Context: an optimization exercise on an open-source flow, tuned for small area. The choices shown serve that exercise and are no tape-out recipe.
Function was checked by simulation only, so behaviour that the tests miss may differ from the original.
Power is estimated from default activity; no workload was simulated.

<file path="flow/config.mk">
export PLATFORM = sky130hd
export DESIGN_NAME = core
export DESIGN_NICKNAME = core
export VERILOG_FILES = /design/flow/design.v
export SDC_FILE = /design/flow/constraint.sdc
export NUM_CORES = 4
export LEC_CHECK = 0
export CAP_MARGIN = 20
export CORE_MARGIN = 2
export CORE_UTILIZATION = 62
export CTS_BUF_LIST = sky130_fd_sc_hd__clkbuf_16
export CTS_CLUSTER_DIAMETER = 80
export CTS_CLUSTER_SIZE = 20
export PLACE_DENSITY = 0.7
export SLEW_MARGIN = 20
</file>
<file path="flow/constraint.sdc">
create_clock -name core_clock -period 25.0 [get_ports {clk}]
set_input_delay 5.0000 -clock core_clock [delete_from_list [all_inputs] [get_ports {clk}]]
set_output_delay 5.0000 -clock core_clock [all_outputs]
set_load 0.01 [all_outputs]
</file>
<file path="flow/design.v">
module mux2Data(
	input select,
	input [31:0] a,b,
	output [31:0] y);
	wire [31:0] a_internal, b_internal;
	assign y = (select) ? b : a;
endmodule
module mux2RegD(
	input select,
	input[4:0] a,b,
	output [4:0] y);
	assign y = (select) ? b : a;
endmodule
module mux2Logic(
	input select,
	input[3:0] a,b,
	output [3:0] y);
	assign y = (select) ? b : a;
endmodule
module mux4Logic(
	input [1:0] select,
	input [3:0] a,b,c,d,
	output [3:0] y);
	assign y = select[1] ? (select[0] ? d : c) : (select[0] ? b : a);
endmodule
module mux4Data(
	input [1:0] select,
	input [31:0] a,b,c,d,
	output [31:0] y);
	assign y = select[1] ? (select[0] ? d : c) : (select[0] ? b : a);
endmodule
module flipflop (
    input clk, reset, writeEn,
    input [31:0] regIn,
    output reg [31:0] regOut);
    always @ (posedge clk) begin
        if (reset == 1) regOut <= 0;
        else if (writeEn) regOut <= regIn;
    end
endmodule  
module ripple_add #(parameter W = 32) (
    input [W-1:0] a, b,
    input cin,
    output [W-1:0] s,
    output cout);
    wire [W-1:0] p = a ^ b;
    wire [W-1:0] g = a & b;
    wire [W:0] c;
    assign c[0] = cin;
    genvar i;
    for (i = 0; i < W; i = i + 1) begin : rc
        assign c[i+1] = g[i] | (p[i] & c[i]);
    end
    assign s = p ^ c[W-1:0];
    assign cout = c[W];
endmodule
module ALU(
    input [31:0] regA,regB,
    input [3:0] aluoperation,
    output reg [31:0] regD,
    output zero,lt,gt,
    output is_comp);
    wire sub = aluoperation == 4'b0110 || aluoperation == 4'b0111;
    wire [31:0] sum;
    wire carry;
    ripple_add #(32) adder (.a(regA), .b(regB ^ {32{sub}}), .cin(sub), .s(sum), .cout(carry));
    assign lt = !carry;
    assign gt = 1'b0;
    assign is_comp = aluoperation == 4'b1000;
    always @(*) begin
        case (aluoperation)
            4'b0000 : regD = regA | regB;  
            4'b0001 : regD = regA & regB;  
            4'b0100 : regD = regA ^ regB;  
            4'b0111 : regD = {31'b0, lt};  
            default : regD = sum;          
        endcase
    end
    assign zero = regD == 32'd0;
endmodule
module alu_control (
    input [5:0] alu_function,
    input [1:0] alu_op,
    output reg [3:0] alu_control
    );
    always @(*) begin
        alu_control = 4'b0010;  
        if (alu_op == 2'b10) begin
            case (alu_function)
                6'b000000: alu_control = 4'b0000;  
                6'b000001: alu_control = 4'b0001;  
                6'b000010: alu_control = 4'b0010;  
                6'b000100: alu_control = 4'b0100;  
                6'b000110: alu_control = 4'b0110;  
                6'b000111: alu_control = 4'b0111;  
                6'b001000: alu_control = 4'b1000;  
                default: alu_control = 4'b0010;  
            endcase
        end
    end
endmodule  
module forwarding_unit(
    input RegW_en_mem, RegW_en_wb,
    input [4:0] mem_regD, wb_regD,
    input [4:0] reg_s, reg_t,
    output reg [1:0] selMuxRegA, selMuxRegB
);
always @(*) begin
        selMuxRegB = 2'b00;
        selMuxRegA = 2'b00;
        if (RegW_en_mem == 1 && mem_regD != 0) begin
            if ( mem_regD == reg_s ) begin
                selMuxRegA = 2'b10;
                selMuxRegB = 2'b00;
            end
            if ( mem_regD == reg_t ) begin
                selMuxRegB = 2'b10;
                selMuxRegA = 2'b00;
            end
        end
        else if (RegW_en_wb == 1 && wb_regD != 0) begin
            if (!(RegW_en_mem == 1 && mem_regD != 0)  && (mem_regD == reg_s )) begin
                if ( wb_regD == reg_s ) begin
                    selMuxRegA = 2'b01;
                    selMuxRegB = 2'b00;
                end
            end 
            if (!(RegW_en_mem == 1 && mem_regD != 0)  && (mem_regD == reg_t )) begin
                if ( wb_regD == reg_t ) begin
                    selMuxRegB = 2'b01;
                    selMuxRegA = 2'b00;
                end
            end
        end
    end
endmodule
module RegFile (
    input [4:0] regA, regB, regD,
    input [31:0] data_to_w,
    input clk, reset, RegWriteEn,
    output [31:0] regA_data, regB_data);
    reg [31:0] regfile [1:31];
    reg [31:1] written;
    reg [31:0] reg0;
    integer i;
    always @(posedge clk) begin
        if (reset)
            written <= 31'b0;
        else if (RegWriteEn && regD != 5'd0)
            written[regD] <= 1'b1;
    end
    always @(posedge clk) begin
        if (RegWriteEn && regD != 5'd0)
            regfile[regD] <= data_to_w;
    end
    always @(posedge clk) begin
        reg0 <= (!reset && RegWriteEn && regD == 5'd0) ? data_to_w : 32'b0;
    end
    reg [31:0] rawA, rawB;
    always @(*) begin
        rawA = (regA == 5'd0) ? reg0 : 32'b0;
        rawB = (regB == 5'd0) ? reg0 : 32'b0;
        for (i = 1; i < 32; i = i + 1) begin
            rawA = rawA | ({32{regA == i}} & regfile[i]);
            rawB = rawB | ({32{regB == i}} & regfile[i]);
        end
    end
    wire wA = (regA == 5'd0) ? 1'b1 : written[regA];
    wire wB = (regB == 5'd0) ? 1'b1 : written[regB];
    function [8:0] times10 (input [4:0] r);
        times10 = r * 9'd10;
    endfunction
    reg [8:0] initA, initB;
    integer t;
    always @(*) begin
        initA = 9'd0; initB = 9'd0;
        for (t = 0; t < 32; t = t + 1) begin
            if (regA == t) initA = times10(t);
            if (regB == t) initB = times10(t);
        end
    end
    assign regA_data = wA ? rawA : {23'b0, initA};
    assign regB_data = wB ? rawB : {23'b0, initB};
endmodule
module control (
    input clk,reset,
    input [31:0] instruction,
    input block_pipe_data_cache,
    input block_pipe_instr_cache,
    output reg ALU_REG_DEST,
    output reg is_branch,
    output reg MEM_R_EN, MEM_W_EN,
    output reg MEM_TO_REG,
    output reg WB_EN,
    output reg [1:0] ALU_OP,
    output [4:0] regA,
    output reg [4:0] regB, regD,
    output reg EN_REG_FETCH, EN_REG_DECODE, EN_REG_ALU, EN_REG_MEM,
    output reg is_immediate,
    output [31:0] inject_nop,
    output reg injecting_nop
    );
    wire [5:0] FUNCTION_INT;
    assign FUNCTION_INT = instruction [31:26];
    assign regA = instruction [25:21];
    reg [1:0] ALU_OP_internal;
    always @ ( * ) begin 
        WB_EN = 0;
        ALU_REG_DEST = 0;
        is_branch = 0;
        MEM_R_EN = 0;
        MEM_W_EN = 0;
        MEM_TO_REG = 0;
        ALU_OP = 2'b00;
        regD = 5'b00000;
        regB = 5'b00000;
        is_immediate = 0;
        EN_REG_FETCH = 1;
        EN_REG_DECODE = 1;
        EN_REG_ALU = 1;
        EN_REG_MEM = 1;
        injecting_nop = 1'b0;
        case({FUNCTION_INT})
            6'b000000: begin
                WB_EN = 1;
                ALU_REG_DEST = 1;
                is_branch = 0;
                MEM_R_EN = 0;
                MEM_W_EN = 0;
                MEM_TO_REG = 0;
                ALU_OP = 2'b10;
                regD = instruction[15:11];
                regB = instruction[20:16];
                is_immediate  = 0;
            end
            6'b000001: begin
                WB_EN = 0;
                ALU_REG_DEST = 1;
                is_branch = 0;
                MEM_R_EN = 0;
                MEM_W_EN = 0;
                MEM_TO_REG = 0;
                ALU_OP = 2'b10;
                regD = instruction[15:11];
                regB = instruction[20:16];
                is_immediate  = 0;
            end
            6'b000010: begin
                WB_EN = 1;
                ALU_REG_DEST = 1;
                is_branch = 0;
                MEM_R_EN = 0;
                MEM_W_EN = 0;
                MEM_TO_REG = 0;
                ALU_OP = 2'b11;
                regD = instruction[20:16];
                regB = 6'b000000;
                is_immediate  = 1;
            end
            6'b000011: begin
                WB_EN = 1;
                ALU_REG_DEST = 0;
                is_branch = 0;
                MEM_R_EN = 1;
                MEM_W_EN = 0;
                MEM_TO_REG = 1;
                ALU_OP = 2'b00;
                regD = instruction[20:16];
                regB = 6'b000000;
                is_immediate  = 1;
            end
            6'b000100: begin
                WB_EN = 1;
                ALU_REG_DEST = 0;
                is_branch = 0;
                MEM_R_EN = 1;
                MEM_W_EN = 0;
                MEM_TO_REG = 1;
                ALU_OP = 2'b00;
                regD = instruction[20:16];
                regB = 6'b000000;
                is_immediate  = 1;
            end
            6'b000101: begin
                WB_EN = 0;
                ALU_REG_DEST = 1;
                is_branch = 0;
                MEM_R_EN = 0;
                MEM_W_EN = 1;
                MEM_TO_REG = 0;
                ALU_OP = 2'b00;
                regB = instruction[20:16];
                regD = 6'b000000;
                is_immediate  = 1;
            end
            6'b000110: begin
                WB_EN = 0;
                ALU_REG_DEST = 1;
                is_branch = 0;
                MEM_R_EN = 0;
                MEM_W_EN = 1;
                MEM_TO_REG = 0;
                ALU_OP = 2'b00;
                regB = instruction[20:16];
                regD = 6'b000000;
                is_immediate  = 1;
            end
            6'b000111: begin
                WB_EN = 1;
                ALU_REG_DEST = 0;
                is_branch = 0;
                MEM_R_EN = 0;
                MEM_W_EN = 0;
                MEM_TO_REG = 0;
                ALU_OP = 2'b00;
                regD = instruction[20:16];
                regB = 6'b000000;
                is_immediate  = 0;
            end
            6'b001000: begin
                WB_EN = 1;
                ALU_REG_DEST = 0;
                is_branch = 0;
                MEM_R_EN = 0;
                MEM_W_EN = 0;
                MEM_TO_REG = 0;
                ALU_OP = 2'b00;
                regD = instruction[20:16];
                regB = 6'b000000;
                is_immediate  = 0;
            end
            6'b001001: begin
                WB_EN = 1;
                ALU_REG_DEST = 1;
                is_branch = 1;
                MEM_R_EN = 0;
                MEM_W_EN = 0;
                MEM_TO_REG = 0;
                ALU_OP = 2'b01;
                regD = 6'b000000;
                regB = instruction[20:16];
                is_immediate  = 1;
            end
            6'b001010: begin
                WB_EN = 0;
                ALU_REG_DEST = 1;
                is_branch = 1;
                MEM_R_EN = 0;
                MEM_W_EN = 0;
                MEM_TO_REG = 0;
                ALU_OP = 2'b01;
                regD = 6'b000000;
                regB = instruction[20:16];
                is_immediate  = 0;
            end
            6'b001011: begin
                WB_EN = 0;
                ALU_REG_DEST = 1;
                is_branch = 1;
                MEM_R_EN = 0;
                MEM_W_EN = 0;
                MEM_TO_REG = 0;
                ALU_OP = 2'b01;
                regD = 6'b000000;
                regB = instruction[20:16];
                is_immediate  = 0;
            end
            6'b001100: begin
                WB_EN = 1;
                ALU_REG_DEST = 1;
                is_branch = 0;
                MEM_R_EN = 0;
                MEM_W_EN = 0;
                MEM_TO_REG = 0;
                ALU_OP = 2'b10;
                is_immediate  = 0;
            end
            6'b001101: begin
                WB_EN = 1;
                ALU_REG_DEST = 1;
                is_branch = 0;
                MEM_R_EN = 0;
                MEM_W_EN =0;
                MEM_TO_REG =0;
                ALU_OP = 2'b10;
                is_immediate  = 0;
            end
            6'b001110: begin
                WB_EN = 1;
                ALU_REG_DEST = 1;
                is_branch = 0;
                MEM_R_EN = 0;
                MEM_W_EN =0;
                MEM_TO_REG =0;
                ALU_OP = 2'b10;
                is_immediate  = 0;
            end
            default: begin
                WB_EN = 0;
                ALU_REG_DEST = 0;
                is_branch = 0;
                MEM_R_EN = 0;
                MEM_W_EN =0;
                MEM_TO_REG =0;
                ALU_OP = 2'b10;
                is_immediate  = 0;
            end
        endcase
        if (block_pipe_instr_cache == 1'b1) begin
            EN_REG_FETCH = 0;
            EN_REG_DECODE = 1;
            EN_REG_ALU = 1;
            EN_REG_MEM = 1;
            injecting_nop = 1'b1;
             WB_EN =0; 
        end
        else begin
            EN_REG_FETCH = 1;
            injecting_nop = 1'b0;
        end
        if (block_pipe_data_cache  == 1'b1) begin
            EN_REG_FETCH = 0;
            EN_REG_DECODE = 0;
            EN_REG_ALU = 0;
            EN_REG_MEM = 0;
            WB_EN =0; 
        end
        else if (block_pipe_data_cache  == 1'b0 && block_pipe_instr_cache == 1'b0) begin
            EN_REG_FETCH = 1;
            EN_REG_DECODE = 1;
            EN_REG_ALU = 1;
            EN_REG_MEM = 1;     
        end
    end 
    assign inject_nop = 32'b0;
endmodule  
module store_buffer (    
    input clk, reset,flush, 
    input mem_read,
    input mem_write, 
    input [31:0] address, 
    input [31:0] writedata,
    input cache_ready_to_catch,
    output reg [31:0] data_read,
    output reg hit_storeBuffer,
    output [63:0] data_to_cache,
    output reg sending_data_to_cache,
    output reg storeBuffer_full,
    output exists_address,
    input cache_hit);
    reg [31:0] sbAddr [0:3];
    reg [31:0] sbData [0:3];
    reg [1:0] head;
    reg [2:0] count;
    assign exists_address = 1'b0;
    wire [2:0] cnt = flush ? 3'd0 : count;
    reg [3:0] vmask;
    reg [3:0] match;
    integer k;
    always @(*) begin
        for (k = 0; k < 4; k++) begin
            case (2'(k) - head)
                2'd0: vmask[k] = cnt != 3'd0;
                2'd1: vmask[k] = cnt[2] | cnt[1];
                2'd2: vmask[k] = cnt[2] | (cnt[1] & cnt[0]);
                default: vmask[k] = cnt[2];
            endcase
            match[k] = vmask[k] && sbAddr[k] == address;
        end
    end
    wire any_match = |match;
    wire [31:0] match_data = ({32{match[0]}} & sbData[0]) | ({32{match[1]}} & sbData[1])
                           | ({32{match[2]}} & sbData[2]) | ({32{match[3]}} & sbData[3]);
    wire do_read = mem_read && !cache_ready_to_catch;
    wire do_write = mem_write && !cache_ready_to_catch;
    wire insert = do_write && !any_match && cache_hit && cnt != 3'd4;
    wire drain = cache_ready_to_catch && cnt != 3'd0;
    wire [1:0] tail = head + cnt[1:0];
    always @ (posedge clk) begin
        for (k = 0; k < 4; k++) begin
            if (!reset && do_write && (match[k] || (insert && tail == k)))
                sbData[k] <= writedata;
            if (!reset && insert && tail == k)
                sbAddr[k] <= address;
        end
    end
    always @ (posedge clk) begin
        if (reset == 1'b1) begin
            head <= 2'd0;
            count <= 3'd0;
            sending_data_to_cache <= 1'b0;
            hit_storeBuffer <= 1'b0;
            storeBuffer_full <= 1'b0;
            data_read <= 32'b0;
        end
        else begin
            if (do_read && any_match)
                data_read <= match_data;
            if (do_read || do_write)
                hit_storeBuffer <= any_match;
            else if (flush)
                hit_storeBuffer <= 1'b0;
            if (cache_ready_to_catch)
                sending_data_to_cache <= drain;
            else if (flush)
                sending_data_to_cache <= 1'b0;
            if (drain)
                head <= head + 2'd1;
            count <= cnt + (insert ? 3'd1 : 3'd0) - (drain ? 3'd1 : 3'd0);
            storeBuffer_full <= (cnt + (insert ? 3'd1 : 3'd0) - (drain ? 3'd1 : 3'd0)) == 3'd4;
        end
    end
    wire [1:0] last = head - 2'd1;
    assign data_to_cache = {sbAddr[last], sbData[last]};
endmodule
module data_cache (    
    input clk, reset,flush, 
    input mem_read,
    input mem_write, 
    input [31:0] address, 
    input [31:0] writedata, 
    output [31:0] readdata,
    input [127:0] data_from_mem,
    input read_ready_from_mem,
    input written_data_ack,
    output reqD_mem,
    output reqD_stop,
    output [25:0] reqAddrD_mem,
    output reqD_cache_write,
    output reg [127:0] data_to_mem,
    output [25:0] reqAddrD_write_mem,
    output reg reqD_q,
    output reg reqD_stop_q);
    reg [127:0] dataCache [0:3];
    reg [25:0] dataTag [0:3];
    reg [3:0] dataValid;
    reg [3:0] dataDirty;
    reg pending_req;
    reg reqD_cache_write_q;
    reg [1:0] reqAddrD_write_row_q;
    reg [25:0] reqAddrD_mem_q;
    wire cache_hit;
    wire [3:0] addr_byte = address[3:0];
    wire [1:0] row = address[5:4];
    wire [25:0] addr_tag = address[31:6];
    wire [31:0] data_read_store_buffer;
    wire [63:0] data_to_write_from_SB;
    wire hit_storeBuffer, storeBuffer_full, exists_address_in_SB;
    wire sending_data_to_cache;
    wire [3:0] addr_byte_SB = data_to_write_from_SB[35:32];
    wire [1:0] rowSB = data_to_write_from_SB[37:36];
    wire cache_ready_to_catch = (!mem_read & !mem_write) | reqD_stop;
    store_buffer store_buffer(
        .clk(clk),
        .reset(reset),
        .flush(flush),
        .mem_read(mem_read),
        .mem_write(mem_write),
        .address(address),
        .writedata(writedata),
        .cache_ready_to_catch(cache_ready_to_catch),
        .data_read(data_read_store_buffer),
        .hit_storeBuffer(hit_storeBuffer),
        .data_to_cache(data_to_write_from_SB),
        .sending_data_to_cache(sending_data_to_cache),
        .storeBuffer_full(storeBuffer_full),
        .exists_address(exists_address_in_SB),
        .cache_hit(cache_hit)
    );
    assign readdata = hit_storeBuffer ? data_read_store_buffer : readdata_intern;
    wire [3:0] rowbit = 4'b1 << row;
    wire [3:0] rowSBbit = 4'b1 << rowSB;
    wire sbw = !reset && sending_data_to_cache && reqD_stop_q && !flush;
    wire fs_new = storeBuffer_full || sending_data_to_cache;
    wire p0 = pending_req && !flush;
    wire [3:0] v0 = flush ? 4'b0 : dataValid;
    wire [3:0] d0 = flush ? 4'b0 : dataDirty;
    wire [3:0] d1 = sbw ? (d0 | rowSBbit) : d0;
    wire fill = !reset && p0 && !fs_new && read_ready_from_mem && !d1[row];
    wire p2 = p0 && !fill && !(written_data_ack && !fs_new);
    wire look_r = !reset && !p2 && !fs_new && mem_read;
    wire look_w = !reset && !p2 && !fs_new && !mem_read && mem_write;
    wire [127:0] line_row = dataCache[row];
    wire [25:0] tag_row = dataTag[row];
    wire hit = fill || (v0[row] && tag_row == addr_tag);
    wire miss = (look_r || look_w) && !hit;
    wire dirty_miss = miss && d1[row];
    wire [127:0] line_rd = fill ? data_from_mem : line_row;
    wire [159:0] line_ext = {32'b0, line_rd};
    reg [63:0] win;
    always @(*) begin
        case (addr_byte[3:2])
            2'd0: win = line_ext[63:0];
            2'd1: win = line_ext[95:32];
            2'd2: win = line_ext[127:64];
            default: win = line_ext[159:96];
        endcase
    end
    reg [30:0] word_rd;
    always @(*) begin
        case (addr_byte[1:0])
            2'd0: word_rd = win[30:0];
            2'd1: word_rd = win[38:8];
            2'd2: word_rd = win[46:16];
            default: word_rd = win[54:24];
        endcase
    end
    wire [31:0] readdata_intern = {1'b0, word_rd};
    wire [158:0] sb_shift = {128'b0, data_to_write_from_SB[30:0]} << (addr_byte_SB*8);
    wire [18:0] off_hot = {3'b0, 16'b1 << addr_byte_SB};
    wire [15:0] byte_en = off_hot[15:0] | (off_hot[15:0] << 1) | (off_hot[15:0] << 2) | (off_hot[15:0] << 3);
    wire [15:0] bit7_en = off_hot[15:0] | (off_hot[15:0] << 1) | (off_hot[15:0] << 2);
    wire [127:0] line_wr = fill ? data_from_mem : sb_shift[127:0];
    integer r, j;
    always @ (posedge clk) begin
        for (r = 0; r < 4; r++) begin
            for (j = 0; j < 128; j++) begin
                if (!reset && ((fill && rowbit[r]) || (sbw && rowSBbit[r] && (j % 8 == 7 ? bit7_en[j/8] : byte_en[j/8]))))
                    dataCache[r][j] <= line_wr[j];
            end
            if (!reset && fill && rowbit[r])
                dataTag[r] <= addr_tag;
        end
    end
    assign cache_hit = sbw || ((look_r || look_w) && hit);
    assign reqD_stop = !reset && fs_new;
    assign reqD_mem = reset ? 1'b0 : miss ? 1'b1 : (flush || fill) ? 1'b0 : reqD_q;
    assign reqAddrD_mem = reset ? 26'b0 : miss ? address[27:2] : reqAddrD_mem_q;
    assign reqD_cache_write = reset ? 1'b0 : dirty_miss ? 1'b1 :
                              (flush || (look_w && miss)) ? 1'b0 : reqD_cache_write_q;
    wire [1:0] reqAddrD_write_row = reset ? 2'b0 : (look_w && dirty_miss) ? row :
                                    flush ? 2'b0 : reqAddrD_write_row_q;
    assign reqAddrD_write_mem = {20'b0, reqAddrD_write_row, 4'b0000};
    always @ (posedge clk) begin
        if (dirty_miss)
            data_to_mem <= line_row;
        reqD_q <= reqD_mem;
        reqD_stop_q <= reqD_stop;
        reqAddrD_mem_q <= reqAddrD_mem;
        reqD_cache_write_q <= reqD_cache_write;
        reqAddrD_write_row_q <= reqAddrD_write_row;
        if (reset == 1'b1) begin
            pending_req <= 1'b0;
            dataDirty <= 4'b0;
            dataValid <= 4'b0;
        end
        else begin
            pending_req <= p2 || miss;
            dataValid <= fill ? (v0 | rowbit) : v0;
            if (dirty_miss)
                dataDirty <= d1 & ~rowbit;
            else if (look_w && hit)
                dataDirty <= d1 | rowbit;
            else
                dataDirty <= d1;
        end
    end
endmodule  
module instr_cache (    
    input clk, reset,flush, 
    input mem_read,
    input [31:0] address, 
    output [31:0] readdata,
    input [127:0] data_from_mem,
    input read_ready_from_mem,
    input written_data_ack,
    output reqI_mem,
    output reg reqI_q,
    output [25:0] reqAddrI_mem,
    output cache_hit);
    reg [123:0] dataCache [0:3];
    reg [25:0] dataTag [0:3];
    reg [3:0] dataValid;
    reg pending_req;
    reg [30:0] readdata_q;
    wire [1:0] addr_word = address[3:2];
    wire [1:0] row = address[5:4];
    wire [25:0] addr_tag = address[31:6];
    assign reqAddrI_mem = address[29:4];
    wire [123:0] line_in = {data_from_mem[126:96], data_from_mem[94:64],
                            data_from_mem[62:32], data_from_mem[30:0]};
    wire fill = !reset && !flush && pending_req && read_ready_from_mem;
    wire p1 = pending_req && !flush && !read_ready_from_mem && !written_data_ack;
    wire [3:0] v1 = flush ? 4'b0 : dataValid;
    wire look = !reset && !p1 && mem_read;
    reg [30:0] word;
    integer wr, ww;
    always @(*) begin
        word = 31'b0;
        for (wr = 0; wr < 4; wr = wr + 1)
            for (ww = 0; ww < 4; ww = ww + 1)
                word = word | ({31{row == wr && addr_word == ww}} & dataCache[wr][ww*31 +: 31]);
    end
    wire hit = look && v1[row] && dataTag[row] == addr_tag;
    wire miss = look && !hit;
    assign cache_hit = hit;
    assign readdata = reset ? 32'b0 : hit ? {1'b0, word} : flush ? 32'b0 : {1'b0, readdata_q};
    assign reqI_mem = reset ? 1'b0 : miss ? 1'b1 : (flush || fill) ? 1'b0 : reqI_q;
    always @ (posedge clk) begin
        if (fill) begin
            dataCache[row] <= line_in;
            dataTag[row] <= addr_tag;
        end
    end
    always @ (posedge clk) begin
        readdata_q <= readdata[30:0];
        reqI_q <= reqI_mem;
        if (reset == 1'b1) begin
            pending_req <= 1'b0;
            dataValid <= 4'b0;
        end
        else begin
            dataValid <= fill ? (v1 | (4'b1 << row)) : v1;
            pending_req <= miss || p1;
        end
    end
endmodule
module memory_controller (    
    input clk, reset, 
    input reqI_cache,
    input reqD_cache,
    input reqD_cache_write,
    input [25:0] reqAddrD_mem,
    input [25:0] reqAddrD_write_mem,
    input [25:0] reqAddrI_mem,
    input [127:0] data_from_cache,
    output reg [127:0] data_to_cache,
    output reg read_ready_for_icache,
    output reg read_ready_for_dcache,
    output reg written_data_ack,
    output [25:0] mem_addr,
    input [127:0] mem_rdata,
    output [25:0] mem_waddr,
    output [127:0] mem_wdata,
    output mem_we);
    reg [3:0] state;
    reg arbitror;
    reg [25:0] data_req_to_mem;
    reg [1:0] where_to_write;
    reg write_to_mem;
    assign mem_addr = data_req_to_mem;
    assign mem_waddr = {20'b0, where_to_write, 4'b0000};
    assign mem_wdata = data_from_cache;
    assign mem_we = write_to_mem;
    wire accept = (reqI_cache || reqD_cache) && state == 4'd0 && !read_ready_for_icache && !read_ready_for_dcache;
    wire issue = state == 4'd4;
    wire respond = state == 4'd8;
    wire do_write = issue && !arbitror && reqD_cache_write;
    always @ (posedge clk) begin
        if (reset == 1'b1) begin
            state <= 4'd0;
            arbitror <= 1'b0;
            data_req_to_mem <= 26'b0;
            write_to_mem <= 1'b0;
            written_data_ack <= 1'b0;
            read_ready_for_icache <= 1'b0;
            read_ready_for_dcache <= 1'b0;
        end
        else begin
            if (accept) begin
                state <= 4'd1;
                arbitror <= !reqD_cache;
            end
            else if (respond)
                state <= 4'd0;
            else if (state != 4'd0)
                state <= state + 4'd1;
            if (issue)
                data_req_to_mem <= arbitror ? reqAddrI_mem : reqAddrD_mem;
            write_to_mem <= do_write;
            written_data_ack <= do_write;
            read_ready_for_icache <= respond && arbitror;
            read_ready_for_dcache <= respond && !arbitror;
        end
    end
    always @ (posedge clk) begin
        if (reset)
            where_to_write <= 2'b0;
        else if (do_write)
            where_to_write <= reqAddrD_write_mem[5:4];
    end
    always @ (*) data_to_cache = mem_rdata;
endmodule  
module fetch_stage(
    input [31:0] PCbranch,
    input clk,reset,writePCEn,flush,
    input BRANCH, 
    input EN_REG,
    input mem_read_q,
    input [127:0] instr_from_mem,
    input read_ready_from_mem,
    input written_data_ack_from_mem,
    output reg [31:0] PCnext,
    output reg [31:0] instruction,
    output reqI_mem,
    output reqI_q,
    output [25:0] reqAddrI_mem);
    wire [31:0] PC_internal_plus_4, PC_internal_plus_4_int,PC_address_to_PC,instruction_internal;
    wire [31:0] PC_INTERNAL;
    wire cache_hit;
    int count_ready_next_inst;
    mux2Data muxSelectPC(
        .select(BRANCH),
        .a(PC_internal_plus_4),
        .b(PCbranch),
        .y(PC_address_to_PC)
    );
    wire [31:2] PC_inc;
    wire PC_inc_carry;
    ripple_add #(30) pc_inc (.a(PC_INTERNAL[31:2]), .b(30'b0), .cin(1'b1), .s(PC_inc), .cout(PC_inc_carry));
    assign PC_internal_plus_4 = {PC_inc, 2'b00};
    instr_cache instr_cache(
        .clk(clk),
        .reset(reset),
        .flush(flush), 
        .mem_read(mem_read_q),
        .address(PC_INTERNAL), 
        .readdata(instruction_internal),
        .data_from_mem(instr_from_mem),
        .read_ready_from_mem(read_ready_from_mem),
        .written_data_ack(written_data_ack_from_mem),
        .reqI_mem(reqI_mem),
        .reqI_q(reqI_q),
        .reqAddrI_mem(reqAddrI_mem),
        .cache_hit(cache_hit)
    );
    reg [31:2] PC_q;
    always @ (posedge clk) begin
        if (reset == 1) PC_q <= 0;
        else if (EN_REG & !read_ready_from_mem & cache_hit) PC_q <= PC_address_to_PC[31:2];
    end
    assign PC_INTERNAL = {PC_q, 2'b00};
    assign instruction = instruction_internal;
    always @ (posedge clk) begin
        if (flush || reset) begin
            PCnext <= 0;
        end
        else if (EN_REG && !read_ready_from_mem) begin
            PCnext <= {PC_address_to_PC[31:2], 2'b00};
        end
    end
endmodule
module decode_stage(
    input clk,reset,flush,
    input [31:0] PCNEXT_init,
    input [31:0] instruction,
    input [4:0] registerD,
    input [31:0]registerD_data,
    input RegW_en,
    input EN_REG,
    input block_pipe_data_cache,
    input block_pipe_instr_cache,
    output reg [31:0] RegAdata,
    output reg [31:0] RegBdata,
    output reg [31:0] lower_half_instruction,
    output reg [31:0] PCNEXT,
    output reg WB_EN, MEM_R_EN, MEM_W_EN,
    output reg [4:0] regD_reg,
    output reg [4:0] regD_imme,
    output reg ALU_REG_DEST,
    output reg is_BRANCH,
    output reg [5:0] FUNCTION,
    output reg [4:0] regA, regB,
    output reg MEM_TO_REG,
    output reg [1:0] ALU_OP,
    output reg EN_REG_FETCH, EN_REG_DECODE, EN_REG_ALU, EN_REG_MEM,
    output reg is_immediate    );
    wire [31:0] instruction_internal,lower_half_instruction_internal;
    wire [31:0] PC_internal,PCnext_internal;
    wire [31:0] regAdata_internal,regBdata_internal;
    wire [4:0] regD_reg_internal, regD_imme_internal;
    wire ALU_REG_DEST_INT, IS_BRANCH_INT;
    wire MEM_R_EN_INT, MEM_W_EN_INT, MEM_TO_REG_INT, WB_EN_INT;
    wire [1:0] ALU_OP_INT;
    wire [5:0] FUNCTION_INT;
    wire [4:0] regA_int, regB_int, regD_init,regD_int;
    wire EN_REG_FETCH_INT, EN_REG_DECODE_INT, EN_REG_ALU_INT, EN_REG_MEM_INT;
    wire is_immediate_int;
    wire [31:0] inject_nop;
    wire injecting_nop;
    assign EN_REG_FETCH = EN_REG_FETCH_INT;
    assign EN_REG_DECODE = EN_REG_DECODE_INT;
    assign EN_REG_ALU = EN_REG_ALU_INT;
    assign EN_REG_MEM = EN_REG_MEM_INT;
    assign FUNCTION_INT = instruction [31:26];
    control control(
        .clk(clk),
        .reset(reset),
        .instruction(instruction),
        .ALU_REG_DEST(ALU_REG_DEST_INT),
        .is_branch(IS_BRANCH_INT),
        .MEM_R_EN(MEM_R_EN_INT),
        .MEM_W_EN(MEM_W_EN_INT),
        .MEM_TO_REG(MEM_TO_REG_INT),
        .WB_EN(WB_EN_INT),
        .regA(regA_int),
        .regB(regB_int),
        .regD(regD_int),
        .ALU_OP(ALU_OP_INT),
        .EN_REG_FETCH(EN_REG_FETCH_INT),
        .EN_REG_DECODE(EN_REG_DECODE_INT),
        .EN_REG_ALU(EN_REG_ALU_INT),
        .EN_REG_MEM(EN_REG_MEM_INT),
        .is_immediate(is_immediate_int),
        .block_pipe_instr_cache(block_pipe_instr_cache),
        .block_pipe_data_cache(block_pipe_data_cache),
        .inject_nop(inject_nop),
        .injecting_nop(injecting_nop)
    );
    RegFile registers(
        .clk(clk),
        .reset(reset),
        .regA(regA_int),
        .regB(regB_int),
        .regD(registerD),
        .data_to_w(registerD_data),
        .RegWriteEn(RegW_en),
        .regA_data(regAdata_internal),
        .regB_data(regBdata_internal)
    );
    mux2Data nop_injection(
        .a(instruction),
        .b(inject_nop),
        .y(instruction_internal),
        .select(injecting_nop)
    );
    assign lower_half_instruction_internal = { 16'b0, instruction_internal[15:0] };
    assign regD_reg_internal = instruction_internal[20:16];
    assign regD_imme_internal = instruction_internal[15:11];
    always @ (posedge clk) begin
        if (reset) begin
            RegAdata <= 0;
            RegBdata <= 0;
            lower_half_instruction  <= 0;
            PCNEXT <= 0;
            WB_EN <= 0;
            MEM_R_EN <= 0;
            MEM_W_EN <= 0;
            regD_reg  <= 0;
            regD_imme  <= 0;
            ALU_REG_DEST <= 0;
            is_BRANCH <= 0;
            MEM_R_EN <= 0;
            MEM_W_EN <= 0;
            MEM_TO_REG <= 0;
            WB_EN <= 0;
            FUNCTION <= 6'b000000;
            regA  <= 5'b00000;
            regB <= 5'b00000;
            ALU_OP <= 0;
            is_immediate <= 0;
        end
        else begin
            if (flush) begin
                RegAdata <= 0;
                RegBdata <= 0;
                lower_half_instruction  <= 0;
                PCNEXT <= 0;
                WB_EN <= 0;
                MEM_R_EN <= 0;
                MEM_W_EN <= 0;
                regD_reg  <= 0;
                regD_imme  <= 0;
                ALU_REG_DEST <= 0;
                is_BRANCH <= 0;
                MEM_R_EN <= 0;
                MEM_W_EN <= 0;
                MEM_TO_REG <= 0;
                WB_EN <= 0;
                FUNCTION <= 6'b000000;
                regA  <= 5'b00000;
                regB <= 5'b00000;
                ALU_OP <= 0;
                is_immediate <= 0;
            end
            else if (EN_REG) begin
                RegAdata <= regAdata_internal;
                RegBdata <= regBdata_internal;
                lower_half_instruction  <= lower_half_instruction_internal;
                PCNEXT<= PCNEXT_init;
                WB_EN <= WB_EN_INT;
                MEM_R_EN <= MEM_R_EN_INT;
                MEM_W_EN <= MEM_W_EN_INT;
                regD_reg <= regD_int;
                regD_imme <= regD_imme_internal;
                ALU_REG_DEST <= ALU_REG_DEST_INT;
                is_BRANCH <= IS_BRANCH_INT;
                MEM_R_EN <= MEM_R_EN_INT;
                MEM_TO_REG <= MEM_TO_REG_INT;
                FUNCTION <= FUNCTION_INT;
                regA  <= regA_int;
                regB <= regB_int;
                ALU_OP <= ALU_OP_INT;
                is_immediate <= is_immediate_int;
            end
        end
    end
endmodule
module alu_stage(
    input clk, reset, 
    input [4:0] mem_regD, wb_regD,
    input RegW_en_mem, RegW_en_wb,
    input [31:0] regAdata_init,regBdata_init,
    input [4:0] reg_s,reg_t,
    input [31:0] regFromWB, regFromMem,
    input [31:0] lower_half_instruction,
    input WB_EN_INIT, MEM_R_EN_INIT, MEM_W_EN_INIT,
    input [31:0] PCNEXT_init,
    input [1:0] ALU_OP,
    input REG_DEST,
    input [4:0] regD_reg,
    input [4:0] regD_imme,
    input is_BRANCH_init,
    input EN_REG,
    input MEM_TO_REG_INIT,
    input [5:0] FUNCTION,
    input is_immediate,
    output reg MEM_TO_REG,
    output reg [31:0] regDdata, regBdata,
    output reg zero,  
    output reg WB_EN, MEM_R_EN, MEM_W_EN,
    output reg [31:0] PCNEXT,
    output reg is_BRANCH,
    output reg [4:0] regD
    );
    wire [31:0] unused_data;
    wire [31:0] regDdata_internal;
    wire [31:0] regBdata_internal,regBdata_pre_internal;
    wire [31:0] regAdata_internal;
    wire [31:0] immediate;
    wire zero_internal;
    wire [4:0] regD_internal;
    wire [1:0] selMuxRegA, selMuxRegB;
    wire lt,gt;
    wire [3:0] alu_control_int;
    wire [31:0] PC_NEXT_INTERNAL;
    wire [5:0] FUNCTION_TO_ALU;
    assign immediate = lower_half_instruction;
    assign FUNCTION_TO_ALU = lower_half_instruction [5:0];
    wire [31:2] PC_target;
    wire PC_target_carry;
    ripple_add #(30) pc_add (.a(PCNEXT_init[31:2]), .b(lower_half_instruction[29:0]), .cin(1'b0), .s(PC_target), .cout(PC_target_carry));
    assign PC_NEXT_INTERNAL = {PC_target, 2'b00};
    assign unused_data = 32'h0000;
    alu_control alu_controller(
        .alu_function(FUNCTION_TO_ALU),
        .alu_op(ALU_OP),
        .alu_control(alu_control_int)
    );
    forwarding_unit forward_logic(
        .RegW_en_mem(RegW_en_mem),
        .RegW_en_wb(RegW_en_wb),
        .mem_regD(mem_regD),
        .wb_regD(wb_regD),
        .reg_s(reg_s),
        .reg_t(reg_t),
        .selMuxRegA(selMuxRegA),
        .selMuxRegB(selMuxRegB)
    );
    mux2RegD muxRegD (
        .select(REG_DEST),
        .a(regD_imme),
        .b(regD_reg),
        .y(regD_internal)
    );
    mux4Data muxRegA (
        .select(selMuxRegA),
        .a(regAdata_init),
        .b(regFromWB),
        .c(regFromMem),
        .d(unused_data),
        .y(regAdata_internal)
    );
    mux2Data muxImmeRegB(
        .select(is_immediate),
        .a(regBdata_init),
        .b(immediate),
        .y(regBdata_pre_internal)
    );
    mux4Data muxRegB (
        .select(selMuxRegB),
        .a(regBdata_pre_internal),
        .b(regFromWB),
        .c(regFromMem),
        .d(unused_data),
        .y(regBdata_internal)
    );
    ALU alu(
        .regA(regAdata_internal),
        .regB(regBdata_internal),
        .aluoperation(alu_control_int),
        .regD(regDdata_internal),
        .zero(zero_internal),
        .lt(lt),
        .gt(gt)
    );
    always @ (posedge clk) begin
        if (reset) begin
            WB_EN <= 0;
            MEM_R_EN <= 0;
            MEM_W_EN <= 0;
            regDdata <= 0;
            zero <= 0;
            regBdata <= 0;
            PCNEXT <= 0;
            regD <= 0;
            is_BRANCH <= 0;
            MEM_TO_REG <= 0;
        end
        else if (EN_REG) begin
            WB_EN <= WB_EN_INIT;
            MEM_R_EN <= MEM_R_EN_INIT;
            MEM_W_EN <= MEM_W_EN_INIT;
            regDdata <= regDdata_internal;
            regBdata <= regBdata_internal;
            zero <= zero_internal;
            PCNEXT <= PC_NEXT_INTERNAL;
            regD <= regD_internal;
            is_BRANCH <= is_BRANCH_init;
            MEM_TO_REG <= MEM_TO_REG_INIT;
        end
    end
endmodule
module mem_stage(
    input clk, reset,zero, flush,
    input WB_EN_INIT, MEM_R_EN_INIT, MEM_W_EN_INIT,
    input [31:0] regBdata_write_data,regData_address,
    input [31:0] PCNEXT_INIT,
    input is_BRANCH,
    input EN_REG,
    input [4:0] regD_init,
    input MEM_TO_REG_INIT,
    output reg WB_EN,
    output reg MEM_TO_REG,
    output reg [31:0] read_data_mem,
    output reg [31:0] alu_result,
    output reg BRANCH,
    output reg [31:0] PCNEXT,
    output reg [4:0] regD,
    input [127:0] data_from_mem,
    input read_ready_from_mem,
    input written_data_ack_from_mem,
    output reqD_mem,
    output [25:0] reqAddrD_mem,
    output [127:0] data_to_mem,
    output reqD_cache_write,
    output [25:0] reqAddrD_write_mem,
    output reqD_stop,
    output reqD_q,
    output reqD_stop_q
);
    wire [31:0] read_data_mem_intern;
    assign BRANCH = is_BRANCH & zero;
    data_cache data_cache(
        .clk(clk), 
        .reset(reset),
        .flush(flush), 
        .mem_read(MEM_R_EN_INIT),
        .mem_write(MEM_W_EN_INIT), 
        .address(regData_address), 
        .writedata(regBdata_write_data), 
        .readdata(read_data_mem_intern),
        .data_from_mem ( data_from_mem),
        .read_ready_from_mem (read_ready_from_mem),
        .written_data_ack( written_data_ack_from_mem),
        .reqD_mem (reqD_mem),
        .reqD_stop(reqD_stop),
        .reqD_q(reqD_q),
        .reqD_stop_q(reqD_stop_q),
        .reqAddrD_mem ( reqAddrD_mem),
        .reqD_cache_write ( reqD_cache_write),
        .data_to_mem ( data_to_mem),
        .reqAddrD_write_mem(reqAddrD_write_mem)
    );
    always @ (posedge clk) begin
        if (reset) begin
            WB_EN <= 0;
            MEM_TO_REG <= 0;
            read_data_mem <= 0;
            alu_result <= 0;
            PCNEXT <= 32'b00000000000000000000000000000000;
            regD <= 0;
        end
        else if (EN_REG) begin
            WB_EN <= WB_EN_INIT;
            MEM_TO_REG <= MEM_R_EN_INIT;
            alu_result <= regData_address;
            read_data_mem <= read_data_mem_intern;
            PCNEXT <= PCNEXT_INIT;
            regD <= regD_init;
        end
    end
endmodule
module writeB_stage(
    input clk, reset, 
    input RegW_en_init,
    input [31:0] alu_result, memReadVal,
    input [4:0] RegD_init,
    input MemToReg,
    output [31:0] WriteData,
    output [4:0] RegD,
    output RegW_en);
    wire [31:0] WriteData_internal;
    mux2Data dataFromtoW(
        .select(MemToReg),
        .a(alu_result),
        .b(memReadVal),
        .y(WriteData_internal)
    );
    assign RegD = RegD_init;
    assign WriteData = WriteData_internal;
    assign RegW_en = RegW_en_init;
endmodule 
module core(
    input clk, reset, flush,
    output [25:0] mem_addr,
    input [127:0] mem_rdata,
    output [25:0] mem_waddr,
    output [127:0] mem_wdata,
    output mem_we
);
    wire [31:0] instruction_to_decode;
    wire [31:0] PCnext_to_decode;
    wire [31:0] RegAdata_to_alu, RegBdata_to_alu;
    wire [31:0] lower_half_instruction_to_alu;
    wire WB_EN_TO_ALU, MEM_R_EN_TO_ALU, MEM_W_EN_TO_ALU, ALU_REG_DEST_TO_ALU;
    wire [31:0] PC_TO_ALU;
    wire [4:0] regD_reg_ALU, regD_imme_ALU;
    wire is_BRANCH_TO_ALU;
    wire [1:0] ALU_OP_TO_ALU;
    wire [5:0] FUNCTION_TO_ALU;
    wire [4:0] reg_s, reg_t;
    wire MEM_TO_REG_TO_ALU;
    wire [31:0] regDdata_to_mem, regBdata_to_mem;
    wire zero_to_mem;
    wire WB_EN_TO_MEM, MEM_R_EN_TO_MEM, MEM_W_EN_TO_MEM;
    wire [31:0] PC_TO_MEM;
    wire is_BRANCH_TO_MEM;
    wire MEM_TO_REG_TO_MEM;
    wire WB_EN_TO_WB;
    wire MEM_TO_REG_TO_WB;
    wire [31:0] alu_result_to_wb;
    wire [31:0] read_data_mem_to_wb;
    wire [31:0] write_data_to_reg;
    wire [4:0] destination_reg;
    wire RegW_en_to_decode;
    wire BRANCH_TO_FETCH;
    wire [31:0] PCNEXT_TO_FETCH;
    wire [4:0] regD_to_wb;
    wire [4:0] regD_to_mem;
    wire is_immediate;
    wire EN_REG_FETCH, EN_REG_DECODE, EN_REG_ALU, EN_REG_MEM;
    wire reqI_cache, read_ready_for_icache, write,written_data_ack;
    wire [127:0] data_to_cache,data_to_mem;
    wire [25:0] reqAddrI_mem;
    wire reqD_cache, reqD_stop,reqD_cache_write;
    wire read_ready_for_dcache;
    wire [25:0] reqAddrD_mem,reqAddrD_write_mem;
    wire block_pipe_data_cache, block_pipe_instr_cache;
    wire reqI_q, reqD_q, reqD_stop_q;
    wire EN_FETCH_Q = !(reqI_q | reqD_q | reqD_stop_q);
    assign block_pipe_data_cache = reqD_cache | reqD_stop;
    assign block_pipe_instr_cache = reqI_cache;
    fetch_stage fetch_state(
        .PCbranch(PCNEXT_TO_FETCH),
        .clk(clk),
        .reset(reset),
        .flush(flush),
        .writePCEn(EN_REG_FETCH),
        .BRANCH(BRANCH_TO_FETCH),
        .PCnext(PCnext_to_decode),
        .instruction(instruction_to_decode),
        .EN_REG ( EN_REG_FETCH),
        .mem_read_q(EN_FETCH_Q),
        .reqI_q(reqI_q),
        .read_ready_from_mem(read_ready_for_icache),
        .written_data_ack_from_mem(written_data_ack),
        .reqI_mem(reqI_cache),
        .reqAddrI_mem(reqAddrI_mem),
        .instr_from_mem(data_to_cache)
    );
    decode_stage decode_state(
        .clk(clk),
        .reset(reset),
        .flush(flush),
        .PCNEXT_init(PCnext_to_decode),
        .instruction(instruction_to_decode),
        .registerD(destination_reg),
        .registerD_data(write_data_to_reg),
        .RegW_en ( RegW_en_to_decode),
        .EN_REG ( EN_REG_DECODE),
        .RegAdata(RegAdata_to_alu),
        .RegBdata(RegBdata_to_alu),
        .lower_half_instruction(lower_half_instruction_to_alu),
        .PCNEXT(PC_TO_ALU),
        .WB_EN(WB_EN_TO_ALU), 
        .MEM_R_EN(MEM_R_EN_TO_ALU), 
        .MEM_W_EN(MEM_W_EN_TO_ALU),
        .regD_reg(regD_reg_ALU),
        .regD_imme(regD_imme_ALU),
        .ALU_OP(ALU_OP_TO_ALU),
        .ALU_REG_DEST(ALU_REG_DEST_TO_ALU),
        .is_BRANCH(is_BRANCH_TO_ALU),
        .FUNCTION(FUNCTION_TO_ALU),
        .regA(reg_s),
        .regB(reg_t),
        .MEM_TO_REG(MEM_TO_REG_TO_ALU),
        .EN_REG_FETCH(EN_REG_FETCH),
        .EN_REG_DECODE(EN_REG_DECODE),
        .EN_REG_ALU(EN_REG_ALU),
        .EN_REG_MEM(EN_REG_MEM),
        .is_immediate(is_immediate),
        .block_pipe_data_cache(block_pipe_data_cache),
        .block_pipe_instr_cache(block_pipe_instr_cache)
    );
    alu_stage alu_state(
        .clk(clk),
        .reset(reset),
        .mem_regD(regD_to_mem),
        .wb_regD(regD_to_wb),
        .RegW_en_mem(WB_EN_TO_MEM),
        .RegW_en_wb(RegW_en_to_decode),
        .regAdata_init(RegAdata_to_alu),
        .regBdata_init(RegBdata_to_alu),
        .reg_s(reg_s),
        .reg_t(reg_t),
        .regFromWB(write_data_to_reg),
        .regFromMem(alu_result_to_wb),
        .lower_half_instruction(lower_half_instruction_to_alu),
        .FUNCTION(FUNCTION_TO_ALU),
        .WB_EN_INIT(WB_EN_TO_ALU), 
        .MEM_R_EN_INIT(MEM_R_EN_TO_ALU),
        .MEM_W_EN_INIT(MEM_W_EN_TO_ALU),
        .MEM_TO_REG_INIT( MEM_TO_REG_TO_ALU),
        .is_immediate(is_immediate),
        .PCNEXT_init(PC_TO_ALU),
        .ALU_OP(ALU_OP_TO_ALU),
        .REG_DEST(ALU_REG_DEST_TO_ALU),
        .regD_reg(regD_reg_ALU),
        .regD_imme(regD_imme_ALU),
        .is_BRANCH_init(is_BRANCH_TO_ALU),
        .EN_REG ( EN_REG_ALU),
        .regDdata(regDdata_to_mem),
        .regBdata(regBdata_to_mem),
        .zero(zero_to_mem),
        .WB_EN(WB_EN_TO_MEM), 
        .MEM_R_EN(MEM_R_EN_TO_MEM),
        .MEM_W_EN(MEM_W_EN_TO_MEM),
        .MEM_TO_REG( MEM_TO_REG_TO_MEM),
        .PCNEXT(PC_TO_MEM),
        .regD ( regD_to_mem),
        .is_BRANCH(is_BRANCH_TO_MEM)
    );
    mem_stage mem_state(
        .clk(clk),
        .reset(reset),
        .flush(flush),
        .WB_EN_INIT(WB_EN_TO_MEM), 
        .MEM_R_EN_INIT(MEM_R_EN_TO_MEM),
        .MEM_W_EN_INIT(MEM_W_EN_TO_MEM),
        .regBdata_write_data(regBdata_to_mem),
        .regData_address(regDdata_to_mem),
        .PCNEXT_INIT(PC_TO_MEM),
        .zero(zero_to_mem),
        .is_BRANCH(is_BRANCH_TO_MEM),
        .WB_EN(WB_EN_TO_WB),
        .MEM_TO_REG_INIT( MEM_TO_REG_TO_MEM),
        .MEM_TO_REG( MEM_TO_REG_TO_WB),
        .read_data_mem( read_data_mem_to_wb),
        .alu_result (alu_result_to_wb),
        .regD_init (regD_to_mem),
        .regD (regD_to_wb),
        .BRANCH (BRANCH_TO_FETCH),
        .PCNEXT (PCNEXT_TO_FETCH),
        .EN_REG (EN_REG_MEM),
        .data_from_mem(data_to_cache),
        .read_ready_from_mem(read_ready_for_dcache),
        .written_data_ack_from_mem(written_data_ack),
        .reqD_mem(reqD_cache),
        .reqAddrD_mem(reqAddrD_mem),
        .data_to_mem(data_to_mem),
        .reqD_cache_write(reqD_cache_write),
        .reqAddrD_write_mem(reqAddrD_write_mem),
        .reqD_stop(reqD_stop),
        .reqD_q(reqD_q),
        .reqD_stop_q(reqD_stop_q)
    );
    writeB_stage writeB_state(
        .clk(clk),
        .reset(reset),
        .RegW_en_init(WB_EN_TO_WB),
        .alu_result(alu_result_to_wb),
        .memReadVal(read_data_mem_to_wb),
        .RegD_init(regD_to_wb),
        .MemToReg( MEM_TO_REG_TO_WB),
        .WriteData(write_data_to_reg),
        .RegD(destination_reg),
        .RegW_en(RegW_en_to_decode)
    );
    memory_controller memory_controller(
        .clk(clk), 
        .reset(reset), 
        .reqI_cache (reqI_cache),
        .reqD_cache (reqD_cache),
        .reqD_cache_write ( reqD_cache_write),
        .reqAddrD_mem ( reqAddrD_mem),
        .reqAddrI_mem ( reqAddrI_mem),
        .data_from_cache ( data_to_mem),
        .data_to_cache (data_to_cache),
        .read_ready_for_icache (read_ready_for_icache),
        .read_ready_for_dcache(read_ready_for_dcache),
        .written_data_ack (written_data_ack),
        .reqAddrD_write_mem(reqAddrD_write_mem),
        .mem_addr(mem_addr),
        .mem_rdata(mem_rdata),
        .mem_waddr(mem_waddr),
        .mem_wdata(mem_wdata),
        .mem_we(mem_we)
    );
endmodule
</file>
<file path="flow/flow/run.sh">
#!/bin/bash
# The standard layout (the standard.sh, unchanged synthesis and steps),
# with two choices of how cells are picked:
#  - port buffers use the smallest buffer cell instead of a delay cell;
#  - clock tree synthesis inserts no dummy loads, with larger sink clusters
#    and 16x clock buffers.
# Every tool's output goes to the ORFS logs under orfs/logs; the make output
# as a whole is kept in flow_run.log.
set -o pipefail
export BUFFER_PORTS_ARGS="-buffer_cell sky130_fd_sc_hd__buf_1"
export CTS_ARGS="-sink_clustering_enable -repair_clock_nets -dont_use_dummy_load -buf_list sky130_fd_sc_hd__clkbuf_16 -sink_clustering_size 25 -sink_clustering_max_diameter 90"
bash standard.sh 2>&1 | tee flow_run.log
</file>
<file path="flow/standard.sh">
#!/bin/bash
# synth_recipe.tcl (not shown) runs the flow's synth.tcl, then flattens the netlist and writes it again
# the make line also repeats each setting of config.mk as NAME=value (left out here)
make -C /OpenROAD-flow-scripts/flow DESIGN_CONFIG=/design/flow/config.mk WORK_HOME=/design/flow/orfs CLKGATE_MAP_FILE= SYNTH_SCRIPT=/design/flow/synth_recipe.tcl "${@:-finish}"
</file>
==> run notes <==
[area by class of cell]
type / count / area (um2) / share of cell area (%)
diodes: 34 / 85.08 / 0.05804
clock buffers: 156 / 3904 / 2.663
inverters: 170 / 638.1 / 0.4353
multi-input cells: 6316 / 44730 / 30.51
flip-flops and latches: 3208 / 90190 / 61.53
well taps: 2975 / 3722 / 2.539
repair buffers: 580 / 3316 / 2.262
[power by group through the flow]
stage / clock network [W] / logic, W / registers, W
floorplan: 0 / 0.000106 / 0.00585
finish: 0.00275 / 0.000217 / 0.00573
global route: 0.00290 / 0.000224 / 0.00573
global placement: 0 / 0.000204 / 0.00585
detailed placement: 0 / 0.000207 / 0.00585
CTS: 0.00273 / 0.000208 / 0.00573
[cell usage after synthesis (205+ instances only)]
cell type / count
a21oi_1: 528
a221oi_1: 333
a22o_1: 302
a22oi_1: 617
clkbuf_1: 647
dfxtp_1: 616
edfxtp_1: 2592
mux2i_1: 230
mux4_2: 205
nand2_1: 1108
nand3_1: 234
nor2_1: 529
o21ai_0: 420
[metal layers]
layer | track usage (%) | vias to the layer above
li1 | - | 40590
met1 | 62.90 | 50550
met2 | 61.27 | 10270
met3 | 24.59 | 2358
met4 | 24.05 | 66
met5 | 0.4478 | -
[metrics by stage]
step | total power, W | utilization [%] | hold slack (ps) | worst slack (ps)
CTS | 0.008667 | 66.08 | 440.9 | 8356
finish | 0.008703 | 66.13 | 441.1 | 8235
detailed placement | 0.006062 | 64.32 | 433.4 | 8387
floorplan | 0.005956 | - | 418.5 | 8231
global route | 0.008854 | 66.10 | 461.5 | 7612
global placement | 0.006058 | 64.28 | 429.5 | 8296
[worst paths after layout]
path	slack, ps	startpoint	endpoint	cells past startpoint
worst min register to register	440	alu_state.PCNEXT[15]	mem_state.PCNEXT[15]	2
worst max-delay path	8240	alu_state.regD[4]	alu_state.zero	49
worst min-delay path	440	alu_state.PCNEXT[15]	mem_state.PCNEXT[15]	2
worst max register to register	8240	alu_state.regD[4]	alu_state.zero	49
[worst max-delay path, delay by kind of cell, from the launching register on]
family	cells	cell delay (ps)
adder cells (fa/ha/maj)	31	11710
AND/OR/NAND/NOR	9	2350
AO/OA/AOI/OAI	6	1710
buffers and inverters	3	500
flip-flops	1	400
[cells by family after synthesis]
group | Yosys count | share of synthesized area, %
flops | 3208 | 65.34
compound gates | 2811 | 14.41
simple gates | 2568 | 8.458
buf+inv | 993 | 2.871
mux | 469 | 5.303
xor+xnor | 252 | 1.616
fa+ha+maj | 192 | 1.997
other cells | 1 | 0.002718
==> flow_summary.json <==
{
  "outcome": "complete, no violations",
  "cpPeakStageDelay_ps": 580,
  "finalMaxSlewViolations": 0,
  "cts_max_level": 4,
  "seq_power_share_pct": 65.9,
  "finalWirelength_um": 540200,
  "synth_edf_count": 2592,
  "post-route-period-util_pct": 67.06,
  "ys_seq_area_share_pct": 65.34,
  "syn_to_final_growth_pct": 6.228,
  "top_level_ports": 312,
  "top_register": "decode_state.registers.regfile",
  "drt-initial-drc-count": 22800,
  "largest_reg_flops": 992,
  "fp.dieArea_mm2": 0.2264,
  "cpMaxStageDelayCell": "or4_1",
  "synth_cell_types": 98,
  "cts_setup_buffers": 0,
  "skew_ps": 76.84,
  "path_class": "flip-flop to flip-flop",
  "cp-start-kind": "flip-flop",
  "ys_top_cells_by_area": "edfxtp_1 (56%), dfxtp_1 (8.9%), a22oi_1 (3.4%), mux4_2 (3.3%), nand2_1 (3.0%)",
  "critPathMaxFanout": 47,
  "drive_gt1_share_pct": 8.571,
  "synthFlopType": "edfxtp_1",
  "post_cts_resize_count": 0,
  "synth_area_per_cell_um2": 13.15,
  "synth-seq-cells": 3208,
  "dp_hpwl_um": 331900,
  "worstPathArrival_ps": 17560,
  "layout.cells.non_filler": 13440,
  "met2_length_um": 210300,
  "firstDrtPassIters": 14,
  "drt-wirelength-per-cell_um": 40.19,
  "clockRootBuffer": "clkbuf_16",
  "ys_warn_count": 23,
  "wl_met1_um": 185700,
  "mostFrequentLayoutCell": "edfxtp_1",
  "path_clk_slew_ps": 100,
  "syn_area_mm2": 0.1380,
  "synth.top_cell.area_share_pct": 56.41,
  "comb_power_share_pct": 2.5,
  "setup_viol": 0,
  "grt-ovfl-total": 0,
  "switchingPower_w": 0.001812,
  "numCtsBuffers": 156,
  "initial_core_util_pct": 62.25,
  "peakVddDrop_uv": 83.35,
  "design_area_mm2": 0.1466,
  "via_per_inst": 7.726,
  "slew-limit-headroom_pct": 14.03,
  "required_ps": 25800,
  "vias": 103800,
  "worstMarginPinSlew_ps": 1280,
  "num-nets-final": 10760,
  "hold_buffers": 0,
  "die_w_um": 475.8,
  "hp-class": "flip-flop to flip-flop",
  "clock_sinks": 3208,
  "fin_tns_setup_ps": 0,
  "final-hold-violation-count": 0,
  "cellPowerDensity_mw_per_mm2": 59.37,
  "internal-power_w": 0.006890,
  "port_buffers": 287,
  "crit_top_cell": "fa_1",
  "gp_congestion": 1.039,
  "mostFrequentLayoutCells": "edfxtp_1 (2592), nand2_1 (1103), a22oi_1 (617), dfxtp_1 (603), a21oi_1 (527)",
  "fill_cells": 16240,
  "drtAntennaViolNets": 0,
  "dieHeight_um": 475.8,
  "synth_top_cell_by_area": "edfxtp_1",
  "grt_first_pass_wirelength_um": 735400,
  "antenna_found_initial": 66,
  "top_regs": "decode_state.registers.regfile (992), mem_state.data_cache.dataCache (512), fetch_state.instr_cache.dataCache (496)",
  "p_clk_share_pct": 31.6,
  "fin_crit_ps": 16760,
  "p_sw_share_pct": 20.82,
  "synth_cells": 10490,
  "p_leak_nw": 47.70,
  "cts_tree": "done",
  "rows": 173,
  "cts_buffer_depth": 3,
  "core_area_mm2": 0.2217,
  "highest_layer": "met5",
  "placed_cells": 13250,
  "rsz0062_at_grt": "no",
  "grt_max_degree": 183,
  "track_usage_pct": 46.79,
  "postPlaceCellArea_mm2": 0.1426,
  "met3_length_um": 105700,
  "insertion_delay_ps": 900,
  "max_freq_mhz": 59.65,
  "grt_pass1_vias": 95340,
  "ys_async_sr_fraction_pct": 0,
  "cp-end-kind": "flip-flop",
  "max-cap-violations": 0,
  "drc": 0
}

[what the ideal ports hide]
Ports are ideal in the flow. The routed layout listed here was re-timed in OpenROAD.
Step 1 sets driving cells, clkbuf_16 on the clock port and buf_2 on the other inputs (assumed; they add their load-dependent delay and slew).
Step 2 moves the port delays by t, midway between the first and last clock arrival at a register: inputs arrive t later, outputs are due t later. That takes back most of the time a late clock gives input paths.
Slacks: ideal / step 1 / step 2; pairs: ideal / step 1.
t (ns): 0.959
setup WS [ns]: 8.235 / 8.235 / 8.235
clock arrival spread, ns: 0.083 / 0.083
After both steps setup and hold are still met in this run. For this run, drivers alone change the setup slack by 0.000 ns; drivers and shift together by 0.000 ns.
